This is an optimization exercise on Yosys and OpenROAD, whose aim is small area and a short achievable clock period, not a production implementation.
At most, simulation tests tie the RTL to the original design; equivalence was not proved.
No functional check of the RTL was part of runs 3 to 5.
Power is estimated from default activity; no workload was simulated.

<file path="flow/config.mk">
export PLATFORM = sky130hd
export DESIGN_NAME = cpu_top
export DESIGN_NICKNAME = cpu_top
export VERILOG_FILES = /design/flow/design.v
export SDC_FILE = /design/flow/constraint.sdc
export NUM_CORES = 4
export LEC_CHECK = 0
export CAP_MARGIN = 20
export CORE_MARGIN = 2
export CORE_UTILIZATION = 30
export SLEW_MARGIN = 20
</file>
<file path="flow/constraint.sdc">
create_clock -name core_clock -period 14.0 [get_ports {clk}]
set_input_delay 2.8000 -clock core_clock [delete_from_list [all_inputs] [get_ports {clk}]]
set_output_delay 2.8000 -clock core_clock [all_outputs]
set_load 0.01 [all_outputs]
</file>
<file path="flow/design.v">
`timescale 1ns/10ps
module cpu_top (
    input  logic clk,
    input  logic rst,
    input  logic activate,  
    input  logic isolate,   
    output logic [31:0] imem_addr,
    input  logic [15:0] imem_data,
    output logic [31:0] dmem_addr,
    output logic        dmem_wren,
    output logic        dmem_rden,
    output logic [31:0] dmem_wrdata,
    input  logic [31:0] dmem_rddata
);
    logic [31:0] pc, pc_prev;
    logic [15:0] instr;
    logic [31:0] r [0:7];
    logic [31:0] r13, r14;
    logic        n_reg, z_reg, c_reg, v_reg;
    logic [31:0] a_ex, b_ex;
    logic [ 7:0] imm_ex;
    logic        alusrc_ex, add_ex, sub_ex, sh_ex;
    logic [ 3:0] lut_ex;         
    logic [ 1:0] shop_ex;        
    logic [ 3:0] fm_ex;          
    logic        rw_ex, mw_ex, mr_ex, bl_ex;
    logic [ 3:0] wa_ex;
    logic [31:0] exo_mem, wd_mem;
    logic        rw_mem, mw_mem, mr_mem, bl_mem;
    logic [ 3:0] wa_mem;
    logic [31:0] wb_val;
    logic        rw_wb;
    logic [ 3:0] wa_wb;
    logic d_addsub_reg, d_addsub_imm, d_movimm, d_dp, d_sdi, d_mov, d_bx, d_bl;
    logic d_ldr, d_str, d_sp, d_cb, d_b, d_cmp;
    logic [3:0] dpop;
    assign dpop         = instr[9:6];
    assign d_addsub_reg = instr[15:10] == 6'b000110;
    assign d_addsub_imm = instr[15:10] == 6'b000111;
    assign d_movimm     = instr[15:11] == 5'b00100;
    assign d_dp         = instr[15:10] == 6'b010000;
    assign d_sdi        = instr[15:10] == 6'b010001;
    assign d_mov        = d_sdi && instr[9:8] == 2'b10;
    assign d_bx         = d_sdi && instr[9:7] == 3'b110;
    assign d_bl         = d_sdi && instr[9:6] == 4'b0100;
    assign d_ldr        = instr[15:11] == 5'b01101;
    assign d_str        = instr[15:11] == 5'b01100;
    assign d_sp         = instr[15:8] == 8'b10110000;
    assign d_cb         = instr[15:12] == 4'b1101;
    assign d_b          = instr[15:11] == 5'b11100;
    assign d_cmp        = d_dp && dpop == 4'b1010;
    logic dp_and, dp_eor, dp_shift, dp_orr, dp_mvn;
    assign dp_and   = d_dp && dpop == 4'b0000;
    assign dp_eor   = d_dp && dpop == 4'b0001;
    assign dp_shift = d_dp && (dpop == 4'b0010 || dpop == 4'b0011 || dpop == 4'b0100 || dpop == 4'b0111);
    assign dp_orr   = d_dp && dpop == 4'b1100;
    assign dp_mvn   = d_dp && dpop == 4'b1111;
    logic [2:0] rd;
    logic [3:0] ra1, wa;
    logic [2:0] ra2;
    assign rd  = d_movimm ? instr[10:8] : instr[2:0];
    assign ra1 = d_sp ? 4'd13 : (d_mov || d_bx) ? instr[6:3] : d_cmp ? {1'b0, instr[2:0]} : {1'b0, instr[5:3]};
    assign ra2 = d_addsub_reg ? instr[8:6] : d_cmp ? instr[5:3] : instr[2:0];
    assign wa  = d_bl ? 4'd14 : d_sp ? 4'd13 : {1'b0, rd};
    logic dec_rw, dec_add, dec_sub, dec_alusrc;
    logic [3:0] dec_lut, dec_fm;
    logic [7:0] dec_imm;
    assign dec_rw = d_addsub_reg || d_addsub_imm || d_movimm || dp_and || dp_eor || dp_shift
                 || dp_orr || dp_mvn || d_mov || d_ldr || d_sp || d_bl;
    assign dec_add = ((d_addsub_reg || d_addsub_imm) && !instr[9]) || d_ldr || d_str || (d_sp && !instr[7]);
    assign dec_sub = ((d_addsub_reg || d_addsub_imm) &&  instr[9]) || d_cmp || (d_sp && instr[7]);
    assign dec_alusrc = d_addsub_imm || d_movimm || d_ldr || d_str || d_sp;
    always_comb begin
        if (d_movimm)    dec_lut = 4'b1010;  
        else if (dp_and) dec_lut = 4'b1000;
        else if (dp_eor) dec_lut = 4'b0110;
        else if (dp_orr) dec_lut = 4'b1110;
        else if (dp_mvn) dec_lut = 4'b0011;
        else             dec_lut = 4'b1100;  
    end
    always_comb begin
        if (d_addsub_reg || d_addsub_imm || d_cmp) dec_fm = 4'b1111;
        else if (dp_shift)                         dec_fm = 4'b1110;
        else if (d_movimm || dp_and || dp_eor || dp_orr || dp_mvn) dec_fm = 4'b1100;
        else                                       dec_fm = 4'b0000;
    end
    always_comb begin
        if (d_addsub_imm)        dec_imm = {5'b0, instr[8:6]};
        else if (d_ldr || d_str) dec_imm = {3'b0, instr[10:6]};
        else if (d_sp)           dec_imm = {1'b0, instr[6:0]};
        else                     dec_imm = instr[7:0];
    end
    logic [31:0] op2, b2;
    logic [32:0] sum;
    assign op2 = alusrc_ex ? {24'b0, imm_ex} : b_ex;
    assign b2  = sub_ex ? ~op2 : op2;
    assign sum = {1'b0, a_ex} + {1'b0, b2} + {32'b0, sub_ex};
    logic [31:0] lg;
    always_comb
        for (int i = 0; i < 32; i++)
            lg[i] = lut_ex[{a_ex[i], op2[i]}];
    logic [31:0] hx;
    logic        zsum;
    always_comb begin
        hx[0] = (a_ex[0] ^ b2[0]) ~^ sub_ex;
        for (int i = 1; i < 32; i++)
            hx[i] = (a_ex[i] ^ b2[i]) ~^ (a_ex[i-1] | b2[i-1]);
    end
    assign zsum = &hx;
    logic addsub_ex;
    assign addsub_ex = add_ex || sub_ex;
    logic alu_n, alu_z, alu_c, alu_v;
    assign alu_n = addsub_ex ? sum[31] : lg[31];
    assign alu_z = addsub_ex ? zsum : ~|lg;
    assign alu_c = addsub_ex && (sum[32] ^ sub_ex);
    assign alu_v = addsub_ex && (a_ex[31] == b2[31]) && (a_ex[31] != sum[31]);
    logic [4:0]  k, rot;
    logic        big, lsl, asr, ror, allfill, fill;
    logic [31:0] rv, wrapm, shr;
    assign k    = a_ex[4:0];
    assign big  = |a_ex[31:6];
    assign lsl  = shop_ex == 2'b00;
    assign asr  = shop_ex == 2'b10;
    assign ror  = shop_ex == 2'b11;
    assign rot  = lsl ? (5'd0 - k) : k;
    assign fill = asr && b_ex[31];
    assign allfill = big || (a_ex[5] && !ror);
    always_comb begin
        rv = b_ex;
        if (rot[0]) rv = {rv[ 0:0], rv[31: 1]};
        if (rot[1]) rv = {rv[ 1:0], rv[31: 2]};
        if (rot[2]) rv = {rv[ 3:0], rv[31: 4]};
        if (rot[3]) rv = {rv[ 7:0], rv[31: 8]};
        if (rot[4]) rv = {rv[15:0], rv[31:16]};
    end
    always_comb
        for (int i = 0; i < 32; i++)
            wrapm[i] = lsl ? (i < k) : ((i + k) >= 32 && !(ror && !a_ex[5]));
    always_comb
        for (int i = 0; i < 32; i++)
            shr[i] = (allfill || wrapm[i]) ? fill : rv[i];
    logic [31:0] ex_out;
    assign ex_out = addsub_ex ? sum[31:0] : sh_ex ? shr : lg;
    logic [31:0] mem_out;
    assign mem_out = mr_mem ? dmem_rddata : bl_mem ? wd_mem : exo_mem;
    assign dmem_addr   = exo_mem;
    assign dmem_wren   = mw_mem;
    assign dmem_rden   = mr_mem;
    assign dmem_wrdata = wd_mem;
    logic [31:0] rf1, rf2;
    always_comb begin
        case (ra1)
            4'd0, 4'd1, 4'd2, 4'd3, 4'd4, 4'd5, 4'd6, 4'd7: rf1 = r[ra1[2:0]];
            4'd13:   rf1 = r13;
            4'd14:   rf1 = r14;
            4'd15:   rf1 = pc;
            default: rf1 = 32'b0;
        endcase
    end
    assign rf2 = d_bl ? pc_inc : r[ra2];
    logic fe1, fm1, fw1, fe2, fm2, fw2;
    assign fe1 = rw_ex  && wa_ex  == ra1;
    assign fm1 = rw_mem && wa_mem == ra1;
    assign fw1 = rw_wb  && wa_wb  == ra1;
    assign fe2 = !d_bl && rw_ex  && wa_ex  == {1'b0, ra2};
    assign fm2 = !d_bl && rw_mem && wa_mem == {1'b0, ra2};
    assign fw2 = !d_bl && rw_wb  && wa_wb  == {1'b0, ra2};
    logic [31:0] pc_inc;
    assign pc_inc = pc + 32'd1;
    logic [31:0] d1_bx, d1, d2;
    assign d1_bx = fe1 ? ex_out : fm1 ? mem_out : rf1;
    assign d1    = fe1 ? ex_out : fm1 ? mem_out : fw1 ? wb_val : (ra1 == 4'd15) ? pc_inc : rf1;
    assign d2    = fe2 ? ex_out : fm2 ? mem_out : fw2 ? wb_val : rf2;
    logic fn, fz, fc, fv, cond;
    assign fn = fm_ex[3] ? alu_n : n_reg;
    assign fz = fm_ex[2] ? alu_z : z_reg;
    assign fc = fm_ex[1] ? alu_c : c_reg;
    assign fv = fm_ex[0] ? alu_v : v_reg;
    always_comb begin
        case (instr[11:8])
            4'b0000: cond = fz;
            4'b0001: cond = !fz;
            4'b0010: cond = fc;
            4'b0011: cond = !fc;
            4'b0100: cond = fn;
            4'b0101: cond = !fn;
            4'b0110: cond = fv;
            4'b0111: cond = !fv;
            4'b1000: cond = fc && !fz;
            4'b1001: cond = !fc || fz;
            4'b1010: cond = fn == fv;
            4'b1011: cond = fn != fv;
            4'b1100: cond = !fz && (fn == fv);
            4'b1101: cond = fz || (fn != fv);
            default: cond = 1'b0;
        endcase
    end
    logic [31:0] imm_br, br_tgt, pc_next;
    logic        taken;
    assign imm_br = d_bl ? {{26{instr[5]}}, instr[5:0]}
                  : d_b  ? {{21{instr[10]}}, instr[10:0]}
                  :        {{24{instr[7]}}, instr[7:0]};
    assign br_tgt = pc_prev + imm_br;
    assign taken  = d_b || d_bl || (d_cb && cond);
    assign pc_next = d_bx ? d1_bx : taken ? br_tgt : pc_inc;
    assign imem_addr = pc;
    always_ff @(posedge clk) begin
        pc      <= rst ? 32'b0 : pc_next;
        pc_prev <= pc;
        instr   <= rst ? 16'b0 : imem_data;
        a_ex      <= d1;
        b_ex      <= d2;
        imm_ex    <= dec_imm;
        alusrc_ex <= dec_alusrc;
        add_ex    <= dec_add;
        sub_ex    <= dec_sub;
        sh_ex     <= dp_shift;
        shop_ex   <= {dpop[2], dpop[0]};
        lut_ex    <= dec_lut;
        wa_ex     <= wa;
        fm_ex     <= rst ? 4'b0 : dec_fm;
        rw_ex     <= !rst && dec_rw;
        mw_ex     <= !rst && d_str;
        mr_ex     <= !rst && d_ldr;
        bl_ex     <= d_bl;
        exo_mem <= ex_out;
        wd_mem  <= (!bl_ex && rw_mem && wa_mem == wa_ex) ? mem_out : b_ex;
        rw_mem  <= rw_ex;
        mw_mem  <= mw_ex;
        mr_mem  <= mr_ex;
        bl_mem  <= bl_ex;
        wa_mem  <= wa_ex;
        wb_val <= mem_out;
        rw_wb  <= rw_mem;
        wa_wb  <= wa_mem;
        if (rst) begin
            n_reg <= 1'b0; z_reg <= 1'b0; c_reg <= 1'b0; v_reg <= 1'b0;
        end else begin
            if (fm_ex[3]) n_reg <= alu_n;
            if (fm_ex[2]) z_reg <= alu_z;
            if (fm_ex[1]) c_reg <= alu_c;
            if (fm_ex[0]) v_reg <= alu_v;
        end
        if (rst) begin
            for (int i = 0; i < 8; i++) r[i] <= 32'b0;
            r13 <= 32'b0;
            r14 <= 32'b0;
        end else if (rw_wb) begin
            if (wa_wb == 4'd13)     r13 <= wb_val;
            else if (wa_wb[3]) r14 <= wb_val;
            else          r[wa_wb[2:0]] <= wb_val;
        end
    end
endmodule
</file>
<file path="flow/flow/run.sh">
#!/bin/bash
# Standard ORFS layout (the standard.sh, unchanged synthesis), with the
# timing repair steps asked to leave setup slack margin so that they
# optimise for a shorter period than the 14 ns constraint.
set -euo pipefail
bash standard.sh SETUP_SLACK_MARGIN=10 finish > standard_flow.log 2>&1
</file>
<file path="flow/standard.sh">
#!/bin/bash
# synth_recipe.tcl (not shown) runs the flow's synth.tcl, then flattens the netlist and writes it again
# the make line also repeats each setting of config.mk as NAME=value (left out here)
make -C /OpenROAD-flow-scripts/flow DESIGN_CONFIG=/design/flow/config.mk WORK_HOME=/design/flow/orfs CLKGATE_MAP_FILE= SYNTH_SCRIPT=/design/flow/synth_recipe.tcl "${@:-finish}"
</file>
==> flow_metrics.env, run 1 <==
export IMPL_num_nets_final=4668
export IMPL_syn_inst=4324
export IMPL_setup_worst_path_start_class="flip-flop"
export IMPL_largest_register="r"
export IMPL_whs_ps=325
export IMPL_synth_top_area_cell="edfxtp_1"
export IMPL_drc=0
export IMPL_tightest_slew_ps=1180
export IMPL_die_area_um2=130000
export IMPL_cts_tree="done"
export IMPL_ys_seq_area_frac=0.385
export IMPL_tns_ps=0
export IMPL_grt_pass1_vias=34121
export IMPL_leakage_nw=18.4
export IMPL_slew_headroom=0.204
export IMPL_antenna_found_initial=7
export IMPL_io_pins=150
export IMPL_drv_cap=0
export IMPL_vias=36023
export IMPL_cts_clk_slew_worst_paths_ps=60
export IMPL_gp_congestion=0.999
export IMPL_peakVddDrop_uv=86.3
export IMPL_syn2layout_area_growth_pct=26.8
export IMPL_rsz0062_at_grt="true"
export IMPL_cts_max_level=3
export IMPL_overflow=0
export IMPL_synth_edff_count=256
export IMPL_dpl_cell_count=5849
export IMPL_cts_sinks=606
export IMPL_utilization=0.384
export IMPL_yosysUniqueCellTypes=98
export IMPL_final_cells=6226
export IMPL_wl_per_cell_um=26.9
export IMPL_rows=130
export IMPL_die_width_um=361
export IMPL_netlist_area_um2=38100
export IMPL_netlist_area_leader_share=0.202
export IMPL_crit_chain="buf_12 -> buf_16 -> mux2i_4 -> xnor2_2 -> ha_2 -> a211oi_4 -> buf_4 -> o211ai_1 -> o21ai_2 -> o32ai_2 -> buf_4 -> or3_4 -> a41oi_4 -> nor3_2 -> or3_4 -> a31oi_4 -> buf_6 -> buf_16 -> or3_1 -> o31ai_1 -> a2111oi_2"
export IMPL_grt_max_degree=79
export IMPL_fin_crit_ps=4670
export IMPL_drt_iter0_drc=4299
export IMPL_power_density_nw_per_um2=128
export IMPL_largest_reg_flops=256
export IMPL_cts_buffer_depth=3
export IMPL_synth_seq_cells=606
export IMPL_fin_skew_ps=32.7
export IMPL_post_dp_hpwl_um=105000
export IMPL_fmax_ghz=0.214
export IMPL_drtAntennaViolNets=0
export IMPL_fp_dieH_um=361
export IMPL_cp_required_ps=14510
export IMPL_critPathMaxFanout=8
export IMPL_yosysWarnings=1
export IMPL_vias_per_cell=5.79
export IMPL_slew_violations=0
export IMPL_numPortBuffers=147
export IMPL_hold_violations=0
export IMPL_cts_buffers=72
export IMPL_outcome="complete, no violations"
export IMPL_hold_path_class="reg2reg"
export IMPL_synth_area_leaders="edfxtp_1 (20%), dfxtp_1 (18%), mux4_2 (6.9%)"
export IMPL_insertion_delay_ps=670
export IMPL_slowest_stage="dfxtp_4"
export IMPL_synth_ff_type="dfxtp_1"
export IMPL_firstDrtPassIters=12
export IMPL_clockRootBuffer="clkbuf_16"
export IMPL_worstPathArrival_ps=5180
export IMPL_postRouteWirelength_um=167000
export IMPL_slowest_delay_ps=380
export IMPL_grt_usage=0.247
export IMPL_place_area_um2=41500
export IMPL_core_area_um2=126000
export IMPL_crit_path_end_kind="flip-flop"
export IMPL_period_share=0.333
export IMPL_postLayoutCellArea_um2=48400
export IMPL_synthArstFlopShare=0
export IMPL_post_synth_cell_area_avg_um2=8.82
export IMPL_setup_viol=0
export IMPL_grt_pass1_wl_um=239000
export IMPL_syn_nets=4473
export IMPL_critPathKind="reg2reg"
export IMPL_initial_core_util=0.303
export IMPL_final_layout_size_suffix_gt1_frac=0.247
## layout make-up
class                           instances  area [um^2]
Clock inverter                         38          438
Antenna cell                            2         5.00
Fill cell                           12425        77500
Sequential cell                       606        14900
Tap cell                             1650         2060
Timing Repair Buffer                  468         4200
Multi-Input combinational cell       3248        24200
Inverter                              121          512
Clock buffer                           91         1960
Timing Repair inverter                  2         27.5
## path summary, 6_finish.rpt
path                  start      to  slack, ps  depth (start not counted)
setup reg to reg  alusrc_ex   pc[0]       9330                         21
hold reg to reg       mr_ex  mr_mem        320                          0
setup / recovery  alusrc_ex   pc[0]       9330                         21
hold / removal        mr_ex  mr_mem        320                          0
## placed cells by master, fill, tap and decap left out, types with 19 or more instances in the layout
| cell | instances |
|---|---|
| nand2b_1 | 21 |
| and2_1 | 271 |
| a211oi_1 | 116 |
| mux2i_1 | 114 |
| mux2i_4 | 19 |
| nor3_1 | 31 |
| ha_4 | 27 |
| clkbuf_16 | 75 |
| xor2_1 | 71 |
| edfxtp_1 | 256 |
| ha_1 | 62 |
| nor4_1 | 20 |
| dfxtp_4 | 39 |
| clkdlybuf4s50_1 | 48 |
| nand2_1 | 682 |
| nand3_1 | 254 |
| o22ai_1 | 39 |
| buf_12 | 27 |
| a221oi_1 | 43 |
| nor2b_1 | 42 |
| a21oi_1 | 296 |
| a21o_1 | 34 |
| buf_6 | 41 |
| buf_4 | 257 |
| and3_1 | 29 |
| nor2_1 | 165 |
| dfxtp_1 | 266 |
| dfxtp_2 | 45 |
| o21ai_0 | 186 |
| mux4_2 | 117 |
| inv_1 | 109 |
| nand4_1 | 31 |
| buf_2 | 78 |
| xnor2_1 | 84 |
## logic make-up (layout without fill, tap and decap cells)
family / count (synthesis) / in the layout / synth area share
multiplexers: 283 / 284 / 0.114
adder cells (fa/ha/maj): 97 / 97 / 0.0322
buffers and inverters: 484 / 720 / 0.0492
AO/OA/AOI/OAI: 979 / 981 / 0.164
AND/OR/NAND/NOR: 1697 / 1708 / 0.214
flip-flops: 606 / 606 / 0.385
other: 0 / 2 / 0
XOR/XNOR: 178 / 178 / 0.0409
## worst max-delay path, delay by kind of cell (launching register included)
kind | cells | cell delay [ps]
simple gates | 4 | 880
fa+ha+maj | 1 | 220
buf+inv | 6 | 940
compound gates | 8 | 1680
xor+xnor | 1 | 120
mux | 1 | 280
flops | 1 | 380
## cell usage after synthesis (all sizes together) (7+ instances only)
cell type	instances
nor2	189
ha	95
a311oi	7
or3	11
o221ai	9
buf	63
and3	32
o211ai	13
edfxtp	256
xnor2	95
dfxtp	350
o21bai	9
o31ai	13
nand2	690
o221a	8
inv	119
mux2	16
a2111oi	14
nand2b	25
or2	12
and2	275
a21oi	321
nor4	27
o21ai	224
a221o	7
nand4	31
mux4	118
xor2	83
a21o	34
a221oi	59
nor2b	65
o22ai	42
nor3	47
o21a	9
a31oi	21
clkbuf	300
a211oi	132
mux2i	149
nand3	261
and4	8
## metal layers
metal  routed length (um)  part of all wire  vias to the layer above  GRT usage
li1                     -                 -                    15951          -
met1                64800              0.39                    17537      0.317
met2                75100              0.45                     2089      0.390
met3                17500              0.10                      442     0.0541
met4                 9880             0.059                        4      0.123
met5                   26           0.00016                        -          0
## per-stage QoR
stage	power [mW]	worst slack (ps)
2_1_floorplan	3.18	9710
3_3_place_gp	3.83	7750
3_5_place_dp	3.83	7800
4_1_cts	6.02	9370
5_1_grt	6.37	9190
6_report	6.18	9330
## power breakdown
part,internal (mW),leakage (nW),switching (mW)
Combinational,0.844,11.7,1.17
Sequential,1.97,5.57,0.239
Clock,1.13,1.17,0.824
Total,3.95,18.4,2.23
## timing repair
item	CTS	global route
hold buffers	0	0
pin swaps	94	50
resized for setup	872	139
setup buffers	148	72
endpoints found under the setup margin	387	209
gates cloned	23	3
==> run 2, diff against run 1 <==
==> flow/run.sh (new file) <==
#!/bin/bash
# synth_recipe.tcl (not shown) runs the flow's synth.tcl, then flattens the netlist and writes it again
# the make line also repeats each setting of config.mk as NAME=value (left out here)
make -C /OpenROAD-flow-scripts/flow DESIGN_CONFIG=/design/flow/config.mk WORK_HOME=/design/flow/orfs CLKGATE_MAP_FILE= SYNTH_SCRIPT=/design/flow/synth_recipe.tcl finish
removed: flow/flow/run.sh
removed: flow/standard.sh
==> flow_metrics.env, run 2 <==
export IMPL_outcome="complete, no violations"
export IMPL_postLayoutCellArea_um2=43800
export IMPL_critical_path_depth=20
export IMPL_largest_reg_flops=256
export IMPL_syn_inst=4324
export IMPL_sequentialPowerShare=0.379
export IMPL_vias=33982
export IMPL_crit_chain="nor4b_2 -> and2_1 -> nand3_2 -> buf_4 -> clkinv_1 -> buf_4 -> a21o_1 -> ha_1 -> a21o_1 -> a21oi_1 -> o22ai_1 -> o31ai_1 -> a21oi_1 -> and3_1 -> o221ai_1 -> a21oi_1 -> a21o_1 -> a21oi_1 -> xnor2_1 -> o221a_2"
export IMPL_yosysMostFrequentCell="nand2_1"
export IMPL_postRouteWirelength_um=150000
export IMPL_worst_r2r_cell_count=20
export IMPL_clockRootBuffer="clkbuf_16"
export IMPL_largest_register="r"
export IMPL_cts_buffer_depth=3
export IMPL_slew_violations=0
export IMPL_worstHoldEndpoint="mr_mem"
export IMPL_gp_congestion=0.995
export IMPL_netlist_area_leader_share=0.202
export IMPL_post_dp_hpwl_um=105000
export IMPL_place_area_um2=41300
export IMPL_power_density_nw_per_um2=133
export IMPL_synth_top_area_cell="edfxtp_1"
export IMPL_syn_nets=4473
export IMPL_dr_max_layer_used="met5"
export IMPL_met3_length_um=12800
export IMPL_synth_ff_type="dfxtp_1"
export IMPL_reg2reg_from="instr[14]"
export IMPL_p_clk_frac=0.341
export IMPL_grt_pass1_wl_um=218000
export IMPL_synth_seq_cells=606
export IMPL_cts_max_level=3
export IMPL_slew_headroom=0.155
export IMPL_critPathMaxFanout=46
export IMPL_firstDrtPassIters=6
export IMPL_peakVddDrop_uv=88.4
export IMPL_rsz0062_at_grt="false"
export IMPL_p_sw_mw=2.00
export IMPL_initial_core_util=0.303
export IMPL_fin_crit_ps=6130
export IMPL_wl_per_cell_um=25.1
export IMPL_crit_buf_inv=3
export IMPL_intPower_mw=3.80
export IMPL_netlist_area_um2=38100
export IMPL_antenna_found_initial=5
export IMPL_tightest_slew_ps=1270
export IMPL_syn2layout_area_growth_pct=14.7
export IMPL_hold_violations=0
export IMPL_die_width_um=361
export IMPL_timing_rr_end="pc[31]"
export IMPL_vias_per_cell=5.68
export IMPL_num_nets_final=4429
export IMPL_grt_max_degree=74
export IMPL_drtAntennaViolNets=0
export IMPL_synth_area_leaders="edfxtp_1 (20%), dfxtp_1 (18%), mux4_2 (6.9%)"
export IMPL_p_sw_frac=0.345
export IMPL_synthArstFlopShare=0
export IMPL_final_cells=5984
export IMPL_post_synth_cell_area_avg_um2=8.82
export IMPL_critPathKind="reg2reg"
export IMPL_worstHoldStart="mr_ex"
export IMPL_synth_edff_count=256
export IMPL_die_area_um2=130000
export IMPL_met2WireLength_um=68000
export IMPL_ys_top_cells_by_count="nand2_1 (690), dfxtp_1 (350), a21oi_1 (320)"
export IMPL_final_layout_size_suffix_gt1_frac=0.103
export IMPL_crit_path_end_kind="flip-flop"
export IMPL_drv_cap=0
export IMPL_leakage_nw=16.5
export IMPL_drc=0
export IMPL_setup_viol=0
export IMPL_fin_skew_ps=30.3
export IMPL_hold_path_class="reg2reg"
export IMPL_setup_worst_path_start_class="flip-flop"
export IMPL_drt_iter0_drc=3977
export IMPL_cpLargestDelayFamily="compound AO/OA/AOI/OAI gates"
export IMPL_cp_required_ps=14530
export IMPL_layout_common_cells="nand2_1 (689), dfxtp_1 (347), a21oi_1 (316)"
export IMPL_cts_resized=0
export IMPL_io_pins=150
export IMPL_tns_ps=0
export IMPL_slowest_delay_ps=750
export IMPL_cts_buffers=71
export IMPL_yosysUniqueCellTypes=98
export IMPL_dpl_cell_count=5857
export IMPL_cts_tree="done"
export IMPL_fmax_ghz=0.163
export IMPL_grt_pass1_vias=31990
export IMPL_postCtsHoldBufs=0
export IMPL_insertion_delay_ps=630
export IMPL_hold_path_depth=0
export IMPL_core_area_um2=126000
export IMPL_slowest_stage="o31ai_1"
export IMPL_reg2reg_slack_ps=7870
export IMPL_fp_dieH_um=361
export IMPL_grt_usage=0.223
export IMPL_cts_setup_buffers=0
export IMPL_worstPathArrival_ps=6660
export IMPL_cts_sinks=606
export IMPL_comb_power_share=0.280
export IMPL_cts_clk_slew_worst_paths_ps=60
export IMPL_cpMostUsedCell="a21oi_1"
export IMPL_drt_met1_wl_um=62600
export IMPL_overflow=0
export IMPL_rows=130
export IMPL_period_share=0.438
export IMPL_num_fill_cells=12933
export IMPL_ys_seq_area_frac=0.385
export IMPL_layout_commonest_cell="nand2_1"
export IMPL_numPortBuffers=147
export IMPL_yosysWarnings=1
[run 2: stage by stage]
step / power [mW] / utilization / setup slack [ps] / hold WS [ps]
finish: 5.81 / 0.348 / 7870 / 325
global route: 6.01 / 0.348 / 7680 / 331
CTS: 5.79 / 0.348 / 7960 / 327
detailed placement: 3.81 / 0.328 / 7950 / 315
global placement: 3.81 / 0.328 / 7960 / 311
floorplan: 3.15 / - / 7940 / 310
[run 2: power groups by stage]
stage | Combinational (mW) | Sequential [mW] | Clock [mW]
after global routing | 1.72 | 2.21 | 2.08
after floorplan | 1.05 | 2.10 | 0
after CTS | 1.60 | 2.19 | 2.01
after global placement | 1.59 | 2.22 | 0
after detailed placement | 1.59 | 2.23 | 0
final | 1.63 | 2.20 | 1.98
[run 2: worst register-to-register path, delay by kind of cell, from the launching register on]
family,cells,cell delay (ps)
and+or+nand+nor,4,1310
DFF,1,460
buffers and inverters,3,960
adders and majority gates,1,310
xor gates and xnor gates,1,120
AOI/OAI and AO/OA,11,2890
[run 2: cell type report]
class | instances | area, um^2 | share of cell area
diodes | 2 | 5.00 | 0.000114
clock buffers | 84 | 1940 | 0.0443
clock inverters | 41 | 533 | 0.0122
inverters | 121 | 454 | 0.0104
multi-input cells | 3234 | 21800 | 0.499
flip-flops and latches | 606 | 14700 | 0.336
well taps | 1650 | 2060 | 0.0472
repair buffers | 246 | 2220 | 0.0507
[run 2: worst max-delay path by stage]
stage / start / end / slack, ps
final: instr[14] / pc[31] / 7870
after CTS: instr[14] / pc[31] / 7960
after global routing: instr[14] / pc[31] / 7680
after detailed placement: instr[14] / pc[31] / 7950
after global placement: instr[14] / pc[31] / 7960
after floorplan: rst / r[4][0] / 7940
[run 2: cells by family (layout without fill, tap and decap cells)]
family,count (synthesis),in the layout,synth area share
xor+xnor,178,178,0.0409
other cells,0,2,0
compound gates,979,979,0.164
flops,606,606,0.385
simple gates,1697,1697,0.214
fa+ha+maj,97,97,0.0322
mux,283,283,0.114
buf+inv,484,492,0.0492
[run 2: per-layer routing]
layer,GRT usage,up-vias
met4,0.0984,2
met1,0.299,16505
met2,0.353,1734
met5,0,-
met3,0.0349,295
li1,-,15446
==> run 3, diff against run 2 <==
--- a/flow/design.v
+++ b/flow/design.v
@@ -1,2 +1,28 @@
+`timescale 1ns/10ps
+module branch_cond (
+    input  logic [3:0] cc,
+    input  logic       n, z, c, v,
+    output logic       taken
+);
+    always_comb begin
+        case (cc)
+            4'b0000: taken = z;
+            4'b0001: taken = !z;
+            4'b0010: taken = c;
+            4'b0011: taken = !c;
+            4'b0100: taken = n;
+            4'b0101: taken = !n;
+            4'b0110: taken = v;
+            4'b0111: taken = !v;
+            4'b1000: taken = c && !z;
+            4'b1001: taken = !c || z;
+            4'b1010: taken = n == v;
+            4'b1011: taken = n != v;
+            4'b1100: taken = !z && (n == v);
+            4'b1101: taken = z || (n != v);
+            default: taken = 1'b0;
+        endcase
+    end
+endmodule
 `timescale 1ns/10ps
 module cpu_top (
@@ -18,4 +44,5 @@
     logic [31:0] r13, r14;
     logic        n_reg, z_reg, c_reg, v_reg;
+    logic        rst_q;      
     logic [31:0] a_ex, b_ex;
     logic [ 7:0] imm_ex;
@@ -91,9 +118,13 @@
         else                     dec_imm = instr[7:0];
     end
-    logic [31:0] op2, b2;
-    logic [32:0] sum;
+    logic [31:0] op2, b2, sum;
+    logic [31:0] low;            
+    logic        c31, c32;
     assign op2 = alusrc_ex ? {24'b0, imm_ex} : b_ex;
     assign b2  = sub_ex ? ~op2 : op2;
-    assign sum = {1'b0, a_ex} + {1'b0, b2} + {32'b0, sub_ex};
+    assign low = {1'b0, a_ex[30:0]} + {1'b0, b2[30:0]} + {31'b0, sub_ex};
+    assign c31 = low[31];
+    assign sum = {a_ex[31] ^ b2[31] ^ c31, low[30:0]};
+    assign c32 = (a_ex[31] & b2[31]) | ((a_ex[31] | b2[31]) & c31);
     logic [31:0] lg;
     always_comb
@@ -113,6 +144,15 @@
     assign alu_n = addsub_ex ? sum[31] : lg[31];
     assign alu_z = addsub_ex ? zsum : ~|lg;
-    assign alu_c = addsub_ex && (sum[32] ^ sub_ex);
+    assign alu_c = addsub_ex && (c32 ^ sub_ex);
     assign alu_v = addsub_ex && (a_ex[31] == b2[31]) && (a_ex[31] != sum[31]);
+    logic [1:0] fn_x, fc_x, fv_x;
+    logic       fz;
+    always_comb
+        for (int x = 0; x < 2; x++) begin
+            fn_x[x] = fm_ex[3] ? (addsub_ex ? (a_ex[31] ^ b2[31] ^ x[0]) : lg[31]) : n_reg;
+            fc_x[x] = fm_ex[1] ? (addsub_ex && (((a_ex[31] & b2[31]) | ((a_ex[31] | b2[31]) & x[0])) ^ sub_ex)) : c_reg;
+            fv_x[x] = fm_ex[0] ? (addsub_ex && (a_ex[31] == b2[31]) && (a_ex[31] != (a_ex[31] ^ b2[31] ^ x[0]))) : v_reg;
+        end
+    assign fz = fm_ex[2] ? alu_z : z_reg;
     logic [4:0]  k, rot;
     logic        big, lsl, asr, ror, allfill, fill;
@@ -123,9 +163,9 @@
     assign asr  = shop_ex == 2'b10;
     assign ror  = shop_ex == 2'b11;
-    assign rot  = lsl ? (5'd0 - k) : k;
+    assign rot  = k ^ {5{lsl}};
     assign fill = asr && b_ex[31];
     assign allfill = big || (a_ex[5] && !ror);
     always_comb begin
-        rv = b_ex;
+        rv = lsl ? {b_ex[0], b_ex[31:1]} : b_ex;
         if (rot[0]) rv = {rv[ 0:0], rv[31: 1]};
         if (rot[1]) rv = {rv[ 1:0], rv[31: 2]};
@@ -142,6 +182,7 @@
     logic [31:0] ex_out;
     assign ex_out = addsub_ex ? sum[31:0] : sh_ex ? shr : lg;
-    logic [31:0] mem_out;
-    assign mem_out = mr_mem ? dmem_rddata : bl_mem ? wd_mem : exo_mem;
+    logic [31:0] mem_out, mem_nold;
+    assign mem_nold = bl_mem ? wd_mem : exo_mem;
+    assign mem_out  = mr_mem ? dmem_rddata : mem_nold;
     assign dmem_addr   = exo_mem;
     assign dmem_wren   = mw_mem;
@@ -168,32 +209,16 @@
     logic [31:0] pc_inc;
     assign pc_inc = pc + 32'd1;
+    logic        ld1, ld2;
     logic [31:0] d1_bx, d1, d2;
-    assign d1_bx = fe1 ? ex_out : fm1 ? mem_out : rf1;
-    assign d1    = fe1 ? ex_out : fm1 ? mem_out : fw1 ? wb_val : (ra1 == 4'd15) ? pc_inc : rf1;
-    assign d2    = fe2 ? ex_out : fm2 ? mem_out : fw2 ? wb_val : rf2;
-    logic fn, fz, fc, fv, cond;
-    assign fn = fm_ex[3] ? alu_n : n_reg;
-    assign fz = fm_ex[2] ? alu_z : z_reg;
-    assign fc = fm_ex[1] ? alu_c : c_reg;
-    assign fv = fm_ex[0] ? alu_v : v_reg;
-    always_comb begin
-        case (instr[11:8])
-            4'b0000: cond = fz;
-            4'b0001: cond = !fz;
-            4'b0010: cond = fc;
-            4'b0011: cond = !fc;
-            4'b0100: cond = fn;
-            4'b0101: cond = !fn;
-            4'b0110: cond = fv;
-            4'b0111: cond = !fv;
-            4'b1000: cond = fc && !fz;
-            4'b1001: cond = !fc || fz;
-            4'b1010: cond = fn == fv;
-            4'b1011: cond = fn != fv;
-            4'b1100: cond = !fz && (fn == fv);
-            4'b1101: cond = fz || (fn != fv);
-            default: cond = 1'b0;
-        endcase
-    end
+    assign ld1   = !fe1 && fm1 && mr_mem;
+    assign ld2   = !fe2 && fm2 && mr_mem;
+    assign d1_bx = fe1 ? ex_out : fm1 ? mem_nold : rf1;
+    assign d1    = ld1 ? dmem_rddata : fe1 ? ex_out : fm1 ? mem_nold : fw1 ? wb_val : (ra1 == 4'd15) ? pc_inc : rf1;
+    assign d2    = ld2 ? dmem_rddata : fe2 ? ex_out : fm2 ? mem_nold : fw2 ? wb_val : rf2;
+    logic [1:0] cond_x;
+    logic       cond;
+    branch_cond bc0 (.cc(instr[11:8]), .n(fn_x[0]), .z(fz), .c(fc_x[0]), .v(fv_x[0]), .taken(cond_x[0]));
+    branch_cond bc1 (.cc(instr[11:8]), .n(fn_x[1]), .z(fz), .c(fc_x[1]), .v(fv_x[1]), .taken(cond_x[1]));
+    assign cond = c31 ? cond_x[1] : cond_x[0];
     logic [31:0] imm_br, br_tgt, pc_next;
     logic        taken;
@@ -203,5 +228,5 @@
     assign br_tgt = pc_prev + imm_br;
     assign taken  = d_b || d_bl || (d_cb && cond);
-    assign pc_next = d_bx ? d1_bx : taken ? br_tgt : pc_inc;
+    assign pc_next = (d_bx && ld1) ? dmem_rddata : taken ? br_tgt : d_bx ? d1_bx : pc_inc;
     assign imem_addr = pc;
     always_ff @(posedge clk) begin
@@ -209,4 +234,5 @@
         pc_prev <= pc;
         instr   <= rst ? 16'b0 : imem_data;
+        rst_q   <= rst;
         a_ex      <= d1;
         b_ex      <= d2;
@@ -234,5 +260,5 @@
         rw_wb  <= rw_mem;
         wa_wb  <= wa_mem;
-        if (rst) begin
+        if (rst_q) begin
             n_reg <= 1'b0; z_reg <= 1'b0; c_reg <= 1'b0; v_reg <= 1'b0;
         end else begin
@@ -242,5 +268,5 @@
             if (fm_ex[0]) v_reg <= alu_v;
         end
-        if (rst) begin
+        if (rst_q) begin
             for (int i = 0; i < 8; i++) r[i] <= 32'b0;
             r13 <= 32'b0;
==> flow/flow/run.sh (new file) <==
#!/bin/bash
# Standard ORFS layout (the standard.sh, unchanged synthesis), with the
# timing repair steps asked to leave setup slack margin so that they
# optimise for a shorter period than the 14 ns constraint.
set -euo pipefail
bash standard.sh SETUP_SLACK_MARGIN=10.4 finish > standard_flow.log 2>&1
==> flow/standard.sh (new file) <==
#!/bin/bash
# synth_recipe.tcl (not shown) runs the flow's synth.tcl, then flattens the netlist and writes it again
# the make line also repeats each setting of config.mk as NAME=value (left out here)
make -C /OpenROAD-flow-scripts/flow DESIGN_CONFIG=/design/flow/config.mk WORK_HOME=/design/flow/orfs CLKGATE_MAP_FILE= SYNTH_SCRIPT=/design/flow/synth_recipe.tcl "${@:-finish}"
--- a/flow/config.mk
+++ b/flow/config.mk
@@ -8,4 +8,6 @@
 export CAP_MARGIN = 20
 export CORE_MARGIN = 2
-export CORE_UTILIZATION = 30
+export CORE_UTILIZATION = 50
+export CTS_CLUSTER_DIAMETER = 60
+export CTS_CLUSTER_SIZE = 30
 export SLEW_MARGIN = 20
removed: flow/run.sh
==> flow_metrics.env, run 3 <==
export IMPL_outcome="complete, no violations"
export IMPL_period_share=0.332
export IMPL_fmax_ghz=0.215
export IMPL_hold_path_depth=0
export IMPL_postRouteWirelength_um=192000
export IMPL_io_pins=150
export IMPL_utilization=0.655
export IMPL_vias=38556
export IMPL_critPathMaxFanout=7
export IMPL_post_dp_hpwl_um=120000
export IMPL_worstPathArrival_ps=5170
export IMPL_p_sw_frac=0.378
export IMPL_num_nets_final=4701
export IMPL_ys_seq_area_frac=0.374
export IMPL_worstHoldEndpoint="mr_mem"
export IMPL_tns_ps=0
export IMPL_power_density_nw_per_um2=117
export IMPL_timing_final_ws_setup_ps=9360
export IMPL_cp_required_ps=14530
export IMPL_cts_buffer_depth=3
export IMPL_firstDrtPassIters=7
export IMPL_slew_violations=0
export IMPL_cts_clk_slew_worst_paths_ps=80
export IMPL_peakVddDrop_uv=119
export IMPL_syn2layout_area_growth_pct=29.2
export IMPL_fp_dieH_um=284
export IMPL_syn_nets=4431
export IMPL_synth_seq_cells=607
export IMPL_largest_register="r"
export IMPL_insertion_delay_ps=680
export IMPL_fin_crit_ps=4640
export IMPL_grt_usage=0.447
export IMPL_yosysWarnings=2
export IMPL_gp_congestion=1.04
export IMPL_critPathKind="reg2reg"
export IMPL_final_layout_size_suffix_gt1_frac=0.310
export IMPL_reg2reg_slack_ps=9360
export IMPL_cts_max_level=2
export IMPL_cts_tree="done"
export IMPL_intPower_mw=3.70
export IMPL_leakage_nw=19.3
export IMPL_setup_worst_path_start_class="flip-flop"
export IMPL_initial_core_util=0.507
export IMPL_synthArstFlopShare=0
export IMPL_syn_inst=4282
export IMPL_netlist_area_leader_share=0.196
export IMPL_layout_commonest_cell="nand2_1"
export IMPL_reg2reg_from="alusrc_ex"
export IMPL_yosysUniqueCellTypes=100
export IMPL_seq_area_um2=15100
export IMPL_drt_iter0_drc=6149
export IMPL_clockRootBuffer="clkbuf_16"
export IMPL_dpl_cell_count=5222
export IMPL_post_synth_cell_area_avg_um2=9.18
export IMPL_grt_pass1_wl_um=261000
export IMPL_rows=102
export IMPL_hold_violations=0
export IMPL_multi_input_area_um2=26000
export IMPL_largest_reg_flops=256
export IMPL_fin_skew_ps=42.6
export IMPL_slew_headroom=0.259
export IMPL_rsz0062_at_grt="true"
export IMPL_synth_ff_type="dfxtp_1"
export IMPL_overflow=0
export IMPL_comb_power_share=0.350
export IMPL_core_area_um2=77600
export IMPL_die_area_um2=80900
export IMPL_synth_edff_count=256
export IMPL_grt_max_degree=55
export IMPL_pre_cts_ws_ps=8110
export IMPL_yosysMostFrequentCell="nand2_1"
export IMPL_synth_top_area_cell="edfxtp_1"
export IMPL_crit_path_end_kind="flip-flop"
export IMPL_p_clk_frac=0.268
export IMPL_setup_viol=0
export IMPL_wl_per_cell_um=34.1
export IMPL_sequentialPowerShare=0.382
export IMPL_grt_pass1_vias=35215
export IMPL_numPortBuffers=147
export IMPL_num_fill_cells=6456
export IMPL_worst_r2r_cell_count=19
export IMPL_vias_per_cell=6.84
export IMPL_ys_top_cells_by_count="nand2_1 (535), dfxtp_1 (351), a21oi_1 (308)"
export IMPL_layout_common_cells="nand2_1 (526), buf_4 (283), a21oi_1 (275)"
export IMPL_drc=0
export IMPL_postLayoutCellArea_um2=50800
export IMPL_place_area_um2=41900
export IMPL_cts_sinks=607
export IMPL_cts_buffers=52
export IMPL_hold_path_class="reg2reg"
export IMPL_worstHoldStart="mr_ex"
export IMPL_die_width_um=284
export IMPL_netlist_area_um2=39300
export IMPL_tightest_slew_ps=1100
export IMPL_timing_rr_end="pc[15]"
export IMPL_p_sw_mw=2.25
export IMPL_synth_area_leaders="edfxtp_1 (20%), dfxtp_1 (18%), mux4_2 (7.3%)"
export IMPL_antenna_found_initial=12
export IMPL_drv_cap=0
export IMPL_drtAntennaViolNets=0
export IMPL_final_cells=5640
[run 3: changes by cell type in the layout (fill, tap and decap cells not counted), moves of 47 or more]
cell / previous run / this run
nand3_1: 258 / 122
dfxtp_4: 0 / 73
buf_6: 0 / 137
nand2_1: 689 / 526
a211oi_1: 131 / 50
clkdlybuf4s50_1: 146 / 45
dfxtp_2: 3 / 50
dfxtp_1: 347 / 228
buf_4: 99 / 283
mux2_2: 15 / 99
[run 3: worst max-delay path, cell delays in order (launching register included)]
cell,delay (ps)
dfxtp_4,380
buf_12,160
buf_16,150
mux2i_4,310
xnor2_2,160
inv_2,60
ha_4,310
buf_4,120
buf_4,100
buf_4,100
o211a_1,170
o211ai_1,190
a21oi_2,320
or2_4,200
a41oi_4,140
buf_4,170
or4_4,630
and3_4,300
a22oi_2,410
a21oi_1,120
[run 3: repair_timing]
action,4_1_cts,5_1_grt
buffers inserted,154,116
pin swaps,114,94
hold buffers,0,0
cloned,28,18
endpoints found under the setup margin,232,218
gates resized for setup,1182,248
[run 3: per-layer routing]
layer / up-vias / GRT usage / share of wire
li1: 16283 / - / -
met1: 18713 / 0.563 / 0.36
met2: 2755 / 0.667 / 0.42
met3: 793 / 0.127 / 0.12
met4: 12 / 0.300 / 0.094
met5: - / 0 / 0.00043
[run 3: logic make-up after synthesis]
| family | after synthesis | synth area share |
|---|---|---|
| AO/OA/AOI/OAI | 1063 | 0.177 |
| XOR/XNOR | 174 | 0.0388 |
| adder cells (fa/ha/maj) | 97 | 0.0314 |
| buffers and inverters | 465 | 0.0466 |
| flip-flops | 607 | 0.374 |
| multiplexers | 384 | 0.142 |
| AND/OR/NAND/NOR | 1492 | 0.191 |
[run 3: how the worst max path moves through the flow]
stage	startpoint	to	slack, ps	cells past startpoint
3_5_place_dp	alusrc_ex	pc[14]	8110	16
4_1_cts	sub_ex	pc[22]	9530	14
6_report	alusrc_ex	pc[15]	9360	19
2_1_floorplan	alusrc_ex	pc[29]	9840	21
3_3_place_gp	alusrc_ex	pc[14]	8110	16
5_1_grt	alusrc_ex	pc[15]	9330	17
[run 3: layout make-up]
class	instances	share of cell area
Inverter	107	0.00827
Clock buffer	60	0.0272
Clock inverter	38	0.00896
Timing Repair Buffer	560	0.122
Tap cell	1040	0.0256
Antenna cell	4	0.000197
Multi-Input combinational cell	3224	0.511
Sequential cell	607	0.296
[run 3: power groups by stage]
| stage | Sequential, mW | Combinational (mW) | Clock [mW] |
|---|---|---|---|
| after detailed placement | 2.26 | 1.53 | 0 |
| after CTS | 2.24 | 1.88 | 1.59 |
| after global routing | 2.27 | 2.17 | 1.66 |
| after global placement | 2.26 | 1.53 | 0 |
| after floorplan | 2.10 | 1.05 | 0 |
| final | 2.27 | 2.08 | 1.60 |
[run 3: per-stage QoR]
step	hold WS (ps)	total power, mW
floorplan	310	3.15
global placement	313	3.79
detailed placement	317	3.80
CTS	329	5.71
global route	332	6.10
finish	329	5.95
==> run 4, diff against run 3 <==
--- a/flow/config.mk
+++ b/flow/config.mk
@@ -9,5 +9,3 @@
 export CORE_MARGIN = 2
 export CORE_UTILIZATION = 50
-export CTS_CLUSTER_DIAMETER = 60
-export CTS_CLUSTER_SIZE = 30
 export SLEW_MARGIN = 20
==> flow_metrics.env, run 4 <==
export IMPL_grt_usage=0.457
export IMPL_setup_worst_path_start_class="flip-flop"
export IMPL_postRouteWirelength_um=200000
export IMPL_ys_top_cells_by_count="nand2_1 (535), dfxtp_1 (351), a21oi_1 (308)"
export IMPL_cp_required_ps=14460
export IMPL_netlist_area_leader_share=0.196
export IMPL_synthArstFlopShare=0
export IMPL_peakVddDrop_uv=106
export IMPL_vias=39727
export IMPL_io_pins=150
export IMPL_antenna_found_initial=16
export IMPL_syn_nets=4431
export IMPL_drv_cap=0
export IMPL_ys_seq_area_frac=0.374
export IMPL_worstPathArrival_ps=5150
export IMPL_largest_reg_flops=256
export IMPL_slew_headroom=0.237
export IMPL_num_fill_cells=6096
export IMPL_leakage_nw=20.2
export IMPL_tns_ps=0
export IMPL_drc=0
export IMPL_numPortBuffers=147
export IMPL_hold_violations=0
export IMPL_setup_viol=0
export IMPL_synth_edff_count=256
export IMPL_fin_crit_ps=4680
export IMPL_firstDrtPassIters=9
export IMPL_rsz0062_at_grt="true"
export IMPL_synth_top_area_cell="edfxtp_1"
export IMPL_slowest_delay_ps=620
export IMPL_critPathMaxFanout=6
export IMPL_post_synth_cell_area_avg_um2=9.18
export IMPL_layout_common_cells="nand2_1 (525), buf_4 (293), a21oi_1 (268)"
export IMPL_crit_path_end_kind="flip-flop"
export IMPL_syn_inst=4282
export IMPL_vias_per_cell=6.92
export IMPL_whs_ps=326
export IMPL_initial_core_util=0.507
export IMPL_drtAntennaViolNets=0
export IMPL_yosysUniqueCellTypes=100
export IMPL_postLayoutCellArea_um2=53100
export IMPL_grt_pass1_vias=35786
export IMPL_cts_max_level=3
export IMPL_synth_ff_type="dfxtp_1"
export IMPL_gp_congestion=1.04
export IMPL_critPathKind="reg2reg"
export IMPL_final_layout_size_suffix_gt1_frac=0.332
export IMPL_post_dp_hpwl_um=120000
export IMPL_cts_buffer_depth=3
export IMPL_cts_tree="done"
export IMPL_synth_seq_cells=607
export IMPL_rows=102
export IMPL_slew_violations=0
export IMPL_cts_clk_slew_worst_paths_ps=60
export IMPL_insertion_delay_ps=660
export IMPL_power_density_nw_per_um2=123
export IMPL_cts_buffers=70
export IMPL_total_power_mw=6.52
export IMPL_cts_sinks=607
export IMPL_synth_area_leaders="edfxtp_1 (20%), dfxtp_1 (18%), mux4_2 (7.3%)"
export IMPL_core_area_um2=77600
export IMPL_drt_iter0_drc=6046
export IMPL_fin_skew_ps=35.9
export IMPL_period_share=0.334
export IMPL_wl_per_cell_um=34.8
export IMPL_die_width_um=284
export IMPL_outcome="complete, no violations"
export IMPL_cpMostUsedCell="buf_12"
export IMPL_grt_pass1_wl_um=266000
export IMPL_yosysMostFrequentCell="nand2_1"
export IMPL_slowest_stage="or4b_4"
export IMPL_crit_chain="buf_12 -> buf_12 -> mux2i_4 -> xnor2_2 -> inv_2 -> ha_4 -> xnor2_4 -> nor4_1 -> and3_4 -> a31oi_4 -> nand2b_4 -> o2111ai_4 -> a2111o_1 -> or4b_4 -> buf_12 -> a31oi_4 -> buf_12 -> buf_8 -> buf_12 -> a221oi_2"
export IMPL_syn2layout_area_growth_pct=35.0
export IMPL_overflow=0
export IMPL_fp_dieH_um=284
export IMPL_grt_max_degree=55
export IMPL_fmax_ghz=0.214
export IMPL_largest_register="r"
export IMPL_tightest_slew_ps=1140
export IMPL_clockRootBuffer="clkbuf_16"
export IMPL_num_nets_final=4783
export IMPL_netlist_area_um2=39300
export IMPL_layout_commonest_cell="nand2_1"
export IMPL_hold_path_class="reg2reg"
export IMPL_place_area_um2=41900
export IMPL_die_area_um2=80900
export IMPL_yosysWarnings=2
==> run 4: worst max-delay path: cells and delay by family (launching register included) <==
| kind | cells | cell delay [ps] |
|---|---|---|
| adders and majority gates | 1 | 330 |
| xor gates and xnor gates | 2 | 290 |
| buffers and inverters | 7 | 950 |
| muxes | 1 | 290 |
| and+or+nand+nor | 4 | 1090 |
| AOI/OAI and AO/OA | 5 | 1070 |
| DFF | 1 | 440 |
==> run 4: stage by stage <==
stage	utilization	setup slack, ps	std cells
floorplan	-	9840	4282
global placement	0.540	8110	5222
detailed placement	0.540	8110	5222
CTS	0.643	9570	5563
global route	0.684	9260	5734
finish	0.684	9320	5741
==> run 4: power by group <==
part	internal [mW]	switching [mW]	total, mW
combinational	1.01	1.20	2.21
clock	1.20	0.823	2.03
sequential	1.98	0.298	2.28
total	4.19	2.33	6.52
==> run 4: cells by family after synthesis <==
| logic type | synth area share |
|---|---|
| buffers and inverters | 0.0466 |
| muxes | 0.142 |
| AOI/OAI and AO/OA | 0.177 |
| DFF | 0.374 |
| and+or+nand+nor | 0.191 |
| adders and majority gates | 0.0314 |
| xor gates and xnor gates | 0.0388 |
==> run 4: cell type report <==
class | count | area (um^2) | area share
multi-input cells | 3223 | 26600 | 0.502
flip-flops and latches | 607 | 15000 | 0.283
repair buffers | 625 | 7190 | 0.135
clock buffers | 88 | 1880 | 0.0354
well taps | 1040 | 1300 | 0.0245
clock inverters | 41 | 603 | 0.0114
inverters | 107 | 417 | 0.00785
diodes | 10 | 25.0 | 0.000471
==> run 4: final timing paths <==
path / end / startpoint / cells past startpoint / slack [ps]
setup / recovery: pc[8] / alusrc_ex / 20 / 9320
hold / removal: mr_mem / mr_ex / 0 / 330
setup reg to reg: pc[8] / alusrc_ex / 20 / 9320
hold reg to reg: mr_mem / mr_ex / 0 / 330
==> run 4: layer usage <==
| layer | GRT usage | vias to the layer above | share of wire |
|---|---|---|---|
| li1 | - | 16476 | - |
| met1 | 0.570 | 19087 | 0.34 |
| met2 | 0.670 | 3187 | 0.42 |
| met3 | 0.136 | 969 | 0.14 |
| met4 | 0.339 | 8 | 0.10 |
| met5 | 0 | - | 0.00029 |
==> run 4: what timing repair did <==
action	in CTS	in global routing
setup endpoints to repair	235	220
setup buffers	177	147
pin swaps	146	139
gates cloned	35	20
hold buffers	0	0
gates resized for setup	1226	332
==> run 5, diff against run 4 <==
--- a/flow/design.v
+++ b/flow/design.v
@@ -46,6 +46,6 @@
     logic        rst_q;      
     logic [31:0] a_ex, b_ex;
-    logic [ 7:0] imm_ex;
-    logic        alusrc_ex, add_ex, sub_ex, sh_ex;
+    logic [ 4:0] imm_ex;         
+    logic        str_ex, add_ex, sub_ex, sh_ex;
     logic [ 3:0] lut_ex;         
     logic [ 1:0] shop_ex;        
@@ -97,5 +97,5 @@
     assign dec_add = ((d_addsub_reg || d_addsub_imm) && !instr[9]) || d_ldr || d_str || (d_sp && !instr[7]);
     assign dec_sub = ((d_addsub_reg || d_addsub_imm) &&  instr[9]) || d_cmp || (d_sp && instr[7]);
-    assign dec_alusrc = d_addsub_imm || d_movimm || d_ldr || d_str || d_sp;
+    assign dec_alusrc = d_addsub_imm || d_movimm || d_ldr || d_sp;
     always_comb begin
         if (d_movimm)    dec_lut = 4'b1010;  
@@ -118,10 +118,28 @@
         else                     dec_imm = instr[7:0];
     end
-    logic [31:0] op2, b2, sum;
+    logic [31:0] b2, sum;
     logic [31:0] low;            
     logic        c31, c32;
-    assign op2 = alusrc_ex ? {24'b0, imm_ex} : b_ex;
-    assign b2  = sub_ex ? ~op2 : op2;
-    assign low = {1'b0, a_ex[30:0]} + {1'b0, b2[30:0]} + {31'b0, sub_ex};
+    assign b2  = b_ex;
+    logic [31:0] pg, pp, hp;
+    always_comb begin
+        pg[0] = sub_ex;
+        pp[0] = 1'b0;
+        for (int k = 1; k < 32; k++) begin
+            pg[k] = a_ex[k-1] & b2[k-1];
+            pp[k] = a_ex[k-1] ^ b2[k-1];
+        end
+        hp = pp;
+        for (int l = 0; l < 5; l++)
+            for (int k = 0; k < 32; k++)
+                if ((k >> l) & 1) begin
+                    pg[k] = pg[k] | (hp[k] & pg[((k >> l) << l) - 1]);
+                    hp[k] = hp[k] & hp[((k >> l) << l) - 1];
+                end
+    end
+    always_comb
+        for (int k = 0; k < 31; k++)
+            low[k] = a_ex[k] ^ b2[k] ^ pg[k];
+    assign low[31] = pg[31];
     assign c31 = low[31];
     assign sum = {a_ex[31] ^ b2[31] ^ c31, low[30:0]};
@@ -130,5 +148,5 @@
     always_comb
         for (int i = 0; i < 32; i++)
-            lg[i] = lut_ex[{a_ex[i], op2[i]}];
+            lg[i] = lut_ex[{a_ex[i], b_ex[i]}];
     logic [31:0] hx;
     logic        zsum;
@@ -146,6 +164,5 @@
     assign alu_c = addsub_ex && (c32 ^ sub_ex);
     assign alu_v = addsub_ex && (a_ex[31] == b2[31]) && (a_ex[31] != sum[31]);
-    logic [1:0] fn_x, fc_x, fv_x;
-    logic       fz;
+    logic [1:0] fn_x, fc_x, fv_x, fz_y;
     always_comb
         for (int x = 0; x < 2; x++) begin
@@ -154,5 +171,6 @@
             fv_x[x] = fm_ex[0] ? (addsub_ex && (a_ex[31] == b2[31]) && (a_ex[31] != (a_ex[31] ^ b2[31] ^ x[0]))) : v_reg;
         end
-    assign fz = fm_ex[2] ? alu_z : z_reg;
+    assign fz_y[0] = fm_ex[2] ? 1'b0 : z_reg;
+    assign fz_y[1] = fm_ex[2] ? 1'b1 : z_reg;
     logic [4:0]  k, rot;
     logic        big, lsl, asr, ror, allfill, fill;
@@ -180,5 +198,6 @@
         for (int i = 0; i < 32; i++)
             shr[i] = (allfill || wrapm[i]) ? fill : rv[i];
-    logic [31:0] ex_out;
+    logic [31:0] ex_out, str_addr;
+    assign str_addr = a_ex + {27'b0, imm_ex};
     assign ex_out = addsub_ex ? sum[31:0] : sh_ex ? shr : lg;
     logic [31:0] mem_out, mem_nold;
@@ -199,12 +218,14 @@
         endcase
     end
-    assign rf2 = d_bl ? pc_inc : r[ra2];
+    logic [31:0] imm32;
+    assign imm32 = {24'b0, dec_imm};
+    assign rf2 = dec_alusrc ? imm32 : d_bl ? pc_inc : r[ra2];
     logic fe1, fm1, fw1, fe2, fm2, fw2;
     assign fe1 = rw_ex  && wa_ex  == ra1;
     assign fm1 = rw_mem && wa_mem == ra1;
     assign fw1 = rw_wb  && wa_wb  == ra1;
-    assign fe2 = !d_bl && rw_ex  && wa_ex  == {1'b0, ra2};
-    assign fm2 = !d_bl && rw_mem && wa_mem == {1'b0, ra2};
-    assign fw2 = !d_bl && rw_wb  && wa_wb  == {1'b0, ra2};
+    assign fe2 = !d_bl && !dec_alusrc && rw_ex  && wa_ex  == {1'b0, ra2};
+    assign fm2 = !d_bl && !dec_alusrc && rw_mem && wa_mem == {1'b0, ra2};
+    assign fw2 = !d_bl && !dec_alusrc && rw_wb  && wa_wb  == {1'b0, ra2};
     logic [31:0] pc_inc;
     assign pc_inc = pc + 32'd1;
@@ -216,9 +237,11 @@
     assign d1    = ld1 ? dmem_rddata : fe1 ? ex_out : fm1 ? mem_nold : fw1 ? wb_val : (ra1 == 4'd15) ? pc_inc : rf1;
     assign d2    = ld2 ? dmem_rddata : fe2 ? ex_out : fm2 ? mem_nold : fw2 ? wb_val : rf2;
-    logic [1:0] cond_x;
+    logic [3:0] cond_xy;
     logic       cond;
-    branch_cond bc0 (.cc(instr[11:8]), .n(fn_x[0]), .z(fz), .c(fc_x[0]), .v(fv_x[0]), .taken(cond_x[0]));
-    branch_cond bc1 (.cc(instr[11:8]), .n(fn_x[1]), .z(fz), .c(fc_x[1]), .v(fv_x[1]), .taken(cond_x[1]));
-    assign cond = c31 ? cond_x[1] : cond_x[0];
+    branch_cond bc0 (.cc(instr[11:8]), .n(fn_x[0]), .z(fz_y[0]), .c(fc_x[0]), .v(fv_x[0]), .taken(cond_xy[0]));
+    branch_cond bc1 (.cc(instr[11:8]), .n(fn_x[1]), .z(fz_y[0]), .c(fc_x[1]), .v(fv_x[1]), .taken(cond_xy[1]));
+    branch_cond bc2 (.cc(instr[11:8]), .n(fn_x[0]), .z(fz_y[1]), .c(fc_x[0]), .v(fv_x[0]), .taken(cond_xy[2]));
+    branch_cond bc3 (.cc(instr[11:8]), .n(fn_x[1]), .z(fz_y[1]), .c(fc_x[1]), .v(fv_x[1]), .taken(cond_xy[3]));
+    assign cond = cond_xy[{alu_z, c31}];
     logic [31:0] imm_br, br_tgt, pc_next;
     logic        taken;
@@ -236,7 +259,7 @@
         rst_q   <= rst;
         a_ex      <= d1;
-        b_ex      <= d2;
-        imm_ex    <= dec_imm;
-        alusrc_ex <= dec_alusrc;
+        b_ex      <= d2 ^ {32{dec_sub}};
+        imm_ex    <= instr[10:6];
+        str_ex    <= d_str;
         add_ex    <= dec_add;
         sub_ex    <= dec_sub;
@@ -250,5 +273,5 @@
         mr_ex     <= !rst && d_ldr;
         bl_ex     <= d_bl;
-        exo_mem <= ex_out;
+        exo_mem <= str_ex ? str_addr : ex_out;
         wd_mem  <= (!bl_ex && rw_mem && wa_mem == wa_ex) ? mem_out : b_ex;
         rw_mem  <= rw_ex;
--- a/flow/config.mk
+++ b/flow/config.mk
@@ -10,2 +10,3 @@
 export CORE_UTILIZATION = 50
 export SLEW_MARGIN = 20
+export TNS_END_PERCENT = 5
==> flow_metrics.env, run 5 <==
export IMPL_vias=42657
export IMPL_netlist_area_leader_share=0.187
export IMPL_io_pins=150
export IMPL_yosysMostFrequentCell="nand2_1"
export IMPL_synth_seq_cells=602
export IMPL_final_layout_size_suffix_gt1_frac=0.279
export IMPL_sequentialPowerShare=0.354
export IMPL_tns_ps=0
export IMPL_cp_required_ps=14520
export IMPL_die_width_um=291
export IMPL_synth_top_area_cell="edfxtp_1"
export IMPL_cts_buffers=71
export IMPL_cts_buffer_depth=3
export IMPL_fin_skew_ps=34.8
export IMPL_synth_ff_type="dfxtp_1"
export IMPL_synth_edff_count=256
export IMPL_period_share=0.292
export IMPL_ys_top_cells_by_count="nand2_1 (632), dfxtp_1 (346), a21oi_1 (297)"
export IMPL_p_sw_mw=2.41
export IMPL_largest_reg_flops=256
export IMPL_die_area_um2=84500
export IMPL_power_density_nw_per_um2=121
export IMPL_initial_core_util=0.503
export IMPL_insertion_delay_ps=660
export IMPL_post_synth_cell_area_avg_um2=8.86
export IMPL_vias_per_cell=7.02
export IMPL_leakage_nw=20.0
export IMPL_grt_max_degree=110
export IMPL_peakVddDrop_uv=121
export IMPL_grt_pass1_wl_um=286000
export IMPL_hold_violations=0
export IMPL_outcome="complete, no violations"
export IMPL_post_dp_hpwl_um=124000
export IMPL_critPathMaxFanout=6
export IMPL_yosysUniqueCellTypes=103
export IMPL_syn2layout_area_growth_pct=28.9
export IMPL_syn_nets=4799
export IMPL_rows=105
export IMPL_reg2reg_from="imm_ex[2]"
export IMPL_yosysWarnings=3
export IMPL_setup_worst_path_start_class="flip-flop"
export IMPL_cp_startpoint="imm_ex[2]"
export IMPL_num_fill_cells=6596
export IMPL_cts_max_level=3
export IMPL_drtAntennaViolNets=0
export IMPL_cts_clk_slew_worst_paths_ps=60
export IMPL_multi_input_area_um2=27100
export IMPL_place_area_um2=43400
export IMPL_core_area_um2=81700
export IMPL_antenna_found_initial=9
export IMPL_drt_iter0_drc=7047
export IMPL_dpl_cell_count=5569
export IMPL_drc=0
export IMPL_postRouteWirelength_um=208000
export IMPL_wl_per_cell_um=34.3
export IMPL_firstDrtPassIters=9
export IMPL_fin_crit_ps=4080
export IMPL_fp_dieH_um=291
export IMPL_overflow=0
export IMPL_comb_power_share=0.347
export IMPL_cts_tree="done"
export IMPL_slew_violations=0
export IMPL_num_nets_final=5104
export IMPL_netlist_area_um2=41100
export IMPL_tightest_slew_ps=1080
export IMPL_numPortBuffers=147
export IMPL_p_clk_frac=0.299
export IMPL_worstHoldStart="mr_ex"
export IMPL_ys_seq_area_frac=0.355
export IMPL_synth_area_leaders="edfxtp_1 (19%), dfxtp_1 (17%), nand2_1 (5.8%)"
export IMPL_syn_inst=4639
export IMPL_setup_viol=0
export IMPL_gp_congestion=1.04
export IMPL_drv_cap=0
export IMPL_slew_headroom=0.282
export IMPL_worstPathArrival_ps=4600
export IMPL_final_cells=6073
export IMPL_intPower_mw=4.01
export IMPL_critPathKind="reg2reg"
export IMPL_largest_register="r"
export IMPL_rsz0062_at_grt="true"
export IMPL_crit_path_end_kind="flip-flop"
export IMPL_fmax_ghz=0.245
export IMPL_cts_sinks=602
export IMPL_synthArstFlopShare=0
export IMPL_clockRootBuffer="clkbuf_16"
export IMPL_seq_area_um2=15100
export IMPL_layout_common_cells="nand2_1 (619), buf_4 (314), a21oi_1 (270)"
export IMPL_layout_commonest_cell="nand2_1"
export IMPL_grt_usage=0.464
export IMPL_postLayoutCellArea_um2=53000
export IMPL_p_sw_frac=0.375
export IMPL_grt_pass1_vias=39031
export IMPL_hold_path_class="reg2reg"
## run 5: cell count changes in the layout (fill, tap and decap cells not counted), sizes merged, moves of 41 or more
cell | previous run | this run
nand2 | 535 | 633
nor2 | 196 | 248
mux4 | 128 | 87
nor3 | 50 | 94
o21ai | 233 | 173
## run 5: cell type report
class	count	area share
diodes	2	0.0000944
clock inverters	35	0.00715
flip-flops and latches	602	0.284
repair buffers	614	0.126
well taps	1070	0.0253
multi-input cells	3534	0.511
inverters	120	0.00956
clock buffers	95	0.0371
repair inverters	1	0.000165
## run 5: logic make-up after synthesis
family          synth area share
compound gates             0.199
flops                      0.355
mux                        0.109
buf+inv                   0.0516
xor+xnor                  0.0415
fa+ha+maj                 0.0343
simple gates               0.209
## run 5: stage by stage
step / hold slack, ps / utilization / total power, mW / setup slack (ps)
detailed placement: 313 / 0.531 / 3.96 / 8300
global placement: 313 / 0.531 / 3.96 / 8250
global route: 326 / 0.649 / 6.56 / 9870
finish: 323 / 0.649 / 6.42 / 9920
CTS: 320 / 0.625 / 6.19 / 9990
floorplan: 310 / - / 3.24 / 10190
## run 5: worst paths after layout
kind / slack [ps] / end / depth (start not counted)
worst min register to register: 320 / mr_mem / 0
worst max-delay path: 9920 / pc[17] / 13
worst min-delay path: 320 / mr_mem / 0
worst max register to register: 9920 / pc[17] / 13
## run 5: power groups by stage
stage | Clock (mW) | Combinational [mW] | Sequential (mW)
after floorplan | 0 | 1.11 | 2.12
after global placement | 0 | 1.68 | 2.28
after detailed placement | 0 | 1.68 | 2.28
after CTS | 1.91 | 2.04 | 2.25
after global routing | 1.99 | 2.29 | 2.28
final | 1.92 | 2.23 | 2.28
## run 5: routing by layer
metal,global-route usage,part of all wire,vias up
li1,-,-,17828
met1,0.585,0.35,20350
met2,0.684,0.42,3483
met3,0.133,0.13,986
met4,0.328,0.095,10
met5,0,0.00037,-
## run 5: what timing repair did
item / CTS / global route
gates resized for setup: 1082 / 179
pin swaps: 94 / 84
setup buffers: 201 / 109
cloned: 49 / 13
setup endpoints to repair: 231 / 220
hold buffers: 0 / 0
## run 5: critical path, stage by stage, from the launching register on
cell      delay, ps
dfxtp_4         390
buf_12          150
or2_4           300
buf_16          160
buf_6           130
a221o_1         350
mux4_2          660
mux2i_4         240
nand2_2          90
a311oi_4        460
o32a_1          340
nor3_2           80
a211o_1         250
a221o_1         320

-- static timing again, ports no longer ideal --
The results above use ideal ports. As a check the final layouts listed here were re-extracted and re-timed, cells and wires unchanged. Step 1 assumes that a clkbuf_16 drives the clock port and a buf_2 every other input. Step 2, shift: input delay + t, output delay - t, t = (earliest + latest rising clock arrival at the registers) / 2. This alone moves slack from input paths to output paths. a / b / c = ideal / step 1 / step 2; a / b = the first two.
run | t, ns | slack for setup (ns) | worst setup path at the end | worst slew at a driven data input, ns
run 1 | 0.730 | 9.333 / 9.333 / 8.843 | input to register | 0.17
run 2 | 0.694 | 7.873 / 7.873 / 7.873 | register to register | 0.06
run 3 | 0.730 | 9.357 / 9.357 / 9.357 | register to register | 0.09
run 4 | 0.717 | 9.318 / 9.318 / 9.318 | register to register | 0.09
run 5 | 0.716 | 9.916 / 9.890 / 9.334 | input to register | 0.05
After both steps every run listed still meets setup and hold. The setup slack of run 5, which loses most, moves by -0.026 ns with the drivers and by -0.582 ns with both steps.
